What follows belongs to an exercise in optimizing a design on an open flow for small area, a short achievable clock period and few clock cycles; a production flow would make more cautious choices.

==> flow/design.v <==
module cache(
    clk,
    proc_reset,
    proc_read,
    proc_write,
    proc_addr,
    proc_rdata,
    proc_wdata,
    proc_stall,
    mem_read,
    mem_write,
    mem_addr,
    mem_rdata,
    mem_wdata,
    mem_ready
);
    input          clk;
    input          proc_reset;
    input          proc_read, proc_write;
    input   [29:0] proc_addr;   
    input   [31:0] proc_wdata;
    output         proc_stall;
    output  [31:0] proc_rdata;
    input  [127:0] mem_rdata;
    input          mem_ready;
    output         mem_read, mem_write;
    output  [27:0] mem_addr;
    output [127:0] mem_wdata;
    reg [127:0] block0 [0:3];
    reg [127:0] block1 [0:3];
    reg [25:0]  tag0 [0:3];
    reg [25:0]  tag1 [0:3];
    reg [3:0]   valid0, valid1;
    reg [3:0]   dirty0, dirty1;
    reg [3:0]   mru;                
    reg s_wb, s_rd, s_done;
    reg hit_r, way_r;               
    reg [31:0]  rdata_r;
    reg [27:0]  maddr_r;
    reg [127:0] mwdata_r;
    wire s_idle = ~(s_wb | s_rd | s_done);
    wire [25:0] tag_t  = proc_addr[29:4];
    wire [1:0]  index  = proc_addr[3:2];
    wire [1:0]  offset = proc_addr[1:0];
    wire        req    = proc_read | proc_write;
    wire [3:0] eq0, eq1;
    genvar s;
    generate
        for (s = 0; s < 4; s = s + 1) begin : g_cmp
            assign eq0[s] = valid0[s] && (tag0[s] == tag_t);
            assign eq1[s] = valid1[s] && (tag1[s] == tag_t);
        end
    endgenerate
    wire hit0 = eq0[index];
    wire hit1 = eq1[index];
    wire hit  = hit0 | hit1;
    wire [127:0] blk0_i = block0[index];
    wire [127:0] blk1_i = block1[index];
    wire [3:0]  vdirty_s;
    wire [25:0] vtag_s [0:3];
    generate
        for (s = 0; s < 4; s = s + 1) begin : g_vic
            assign vdirty_s[s] = mru[s] ? (valid0[s] & dirty0[s]) : (valid1[s] & dirty1[s]);
            assign vtag_s[s]   = mru[s] ? tag0[s] : tag1[s];
        end
    endgenerate
    wire        victim    = ~mru[index];           
    wire        vic_dirty = vdirty_s[index];
    wire [25:0] vtag_i    = vtag_s[index];
    wire fill = s_rd & mem_ready;
    assign proc_stall = ~s_done;
    assign proc_rdata = rdata_r;
    assign mem_write  = s_wb;
    assign mem_read   = s_rd;
    assign mem_addr   = maddr_r;
    assign mem_wdata  = mwdata_r;
    wire look = s_idle & req;
    always @(posedge clk) begin
        if (proc_reset) begin
            s_wb   <= 1'b0;
            s_rd   <= 1'b0;
            s_done <= 1'b0;
        end else begin
            s_wb   <= s_wb ? ~mem_ready : (look & ~hit & vic_dirty);
            s_rd   <= s_rd ? ~mem_ready : ((look & ~hit & ~vic_dirty) | (s_wb & mem_ready));
            s_done <= (look & hit) | fill;
        end
    end
    always @(posedge clk) begin
        hit_r <= s_idle & hit;
        way_r <= s_rd ? victim : hit1;
    end
    wire [31:0] rd0 = blk0_i[offset*32 +: 32];
    wire [31:0] rd1 = blk1_i[offset*32 +: 32];
    wire [31:0] rdm = mem_rdata[offset*32 +: 32];
    wire [31:0] cand0 = s_rd ? rdm : rd0;
    wire [31:0] cand1 = s_rd ? rdm : rd1;
    always @(posedge clk) begin
        rdata_r  <= hit0 ? cand0 : cand1;
        maddr_r  <= ((s_idle & vic_dirty) | (s_wb & ~mem_ready))
                    ? {vtag_i, index} : proc_addr[29:2];
        mwdata_r <= victim ? blk1_i : blk0_i;
    end
    wire wr_done = s_done & proc_write;
    integer i;
    always @(posedge clk) begin
        if (proc_reset) begin
            valid0 <= 4'd0;
            valid1 <= 4'd0;
            dirty0 <= 4'd0;
            dirty1 <= 4'd0;
            mru    <= 4'd0;
        end else begin
            for (i = 0; i < 4; i = i + 1) begin
                if (index == i) begin
                    if (s_done & hit_r) mru[i] <= way_r;
                    else if (fill) mru[i] <= ~mru[i];
                    if (fill) begin
                        if (~mru[i]) begin
                            valid1[i] <= 1'b1;
                            dirty1[i] <= 1'b0;
                        end else begin
                            valid0[i] <= 1'b1;
                            dirty0[i] <= 1'b0;
                        end
                    end else if (wr_done) begin
                        if (~way_r) dirty0[i] <= 1'b1;
                        if ( way_r) dirty1[i] <= 1'b1;
                    end
                end
            end
        end
    end
    wire [127:0] wdata = s_rd ? mem_rdata : {4{proc_wdata}};
    integer j, w;
    always @(posedge clk) begin
        for (j = 0; j < 4; j = j + 1) begin
            if (index == j) begin
                if (fill &  mru[j]) tag0[j] <= tag_t;
                if (fill & ~mru[j]) tag1[j] <= tag_t;
                for (w = 0; w < 4; w = w + 1) begin
                    if ((fill &  mru[j]) | (wr_done & ~way_r & (offset == w)))
                        block0[j][w*32 +: 32] <= wdata[w*32 +: 32];
                    if ((fill & ~mru[j]) | (wr_done &  way_r & (offset == w)))
                        block1[j][w*32 +: 32] <= wdata[w*32 +: 32];
                end
            end
        end
    end
endmodule
Settings: LEC_CHECK=0, CAP_MARGIN=20, CORE_MARGIN=2, CORE_UTILIZATION=40, CTS_CLUSTER_DIAMETER=80, CTS_CLUSTER_SIZE=20, SETUP_SLACK_MARGIN=3.4, SLEW_MARGIN=20; clock period 6.0 ns.
standard.sh (not shown) runs the stock make flow with config.mk's settings and CLKGATE_MAP_FILE= SYNTH_SCRIPT=/design/flow/synth_recipe.tcl, a recipe that flattens the netlist after the stock synthesis.
==> flow/flow/run.sh <==
#!/bin/bash
# The standard layout, with plain buf_2 cells as the port buffers instead of
# the delay cells buffer_ports picks by default, and without the timing
# repair before placement (the synthesis buffers are removed instead).
set -euo pipefail
export BUFFER_PORTS_ARGS="-buffer_cell sky130_fd_sc_hd__buf_2"
bash standard.sh REMOVE_ABC_BUFFERS=1 finish > orfs_make.log 2>&1
Next try:
==> flow/flow/run.sh (replaced) <==
#!/bin/bash
# The standard layout, with plain buf_2 cells as the port buffers instead of
# the delay cells buffer_ports picks by default.
set -euo pipefail
export BUFFER_PORTS_ARGS="-buffer_cell sky130_fd_sc_hd__buf_2"
bash standard.sh finish > orfs_make.log 2>&1
- CTS_CLUSTER_DIAMETER: 80 -> 90
- CTS_CLUSTER_SIZE: 20 -> 22
Outcome:
- critical path depth goes down by 1
- hold slack gains 0.0031 ns
- clock skew goes down by 0.040 ns
- wire length goes down by 0.45%
Next try:
- CTS_CLUSTER_DIAMETER: 90 -> 80
- CTS_CLUSTER_SIZE: 22 -> 20
After rerunning:
- The new run passed the timing, design-rule and antenna checks
- setup slack loses 0.026 ns
- die area does not change
- register-to-register slack gains 0.03 ns
- routed wire length is about the same
- critical path depth goes down by 1
No functional check of the RTL was part of any run of this note.

re-timing with driven ports:
No port has a modelled driver above. Below, the same layouts with a new extraction and two added sets of constraints. Step 1 assumes that a clkbuf_16 drives the clock port and a buf_2 every other input. Step 2, shift: input delay + t, output delay - t, t = (earliest + latest rising clock arrival at the registers) / 2. This alone moves slack from input paths to output paths. Slacks: no drivers / after step 1 / after step 2; pairs: no drivers / after step 1.
| run | shift t [ns] | slack for setup (ns) | slew at the worst register clock pin (ns) |
|---|---|---|---|
| the first run | 0.787 | 3.268 / 3.125 / 2.338 | 0.09 / 0.09 |
| the second run | 0.796 | 3.270 / 3.182 / 2.386 | 0.10 / 0.10 |
| the third run | 0.808 | 3.243 / 3.163 / 2.355 | 0.09 / 0.09 |
After both steps every run listed still meets setup and hold. The setup slack of the first run, which loses most, moves by -0.143 ns with the drivers and by -0.930 ns with both steps.
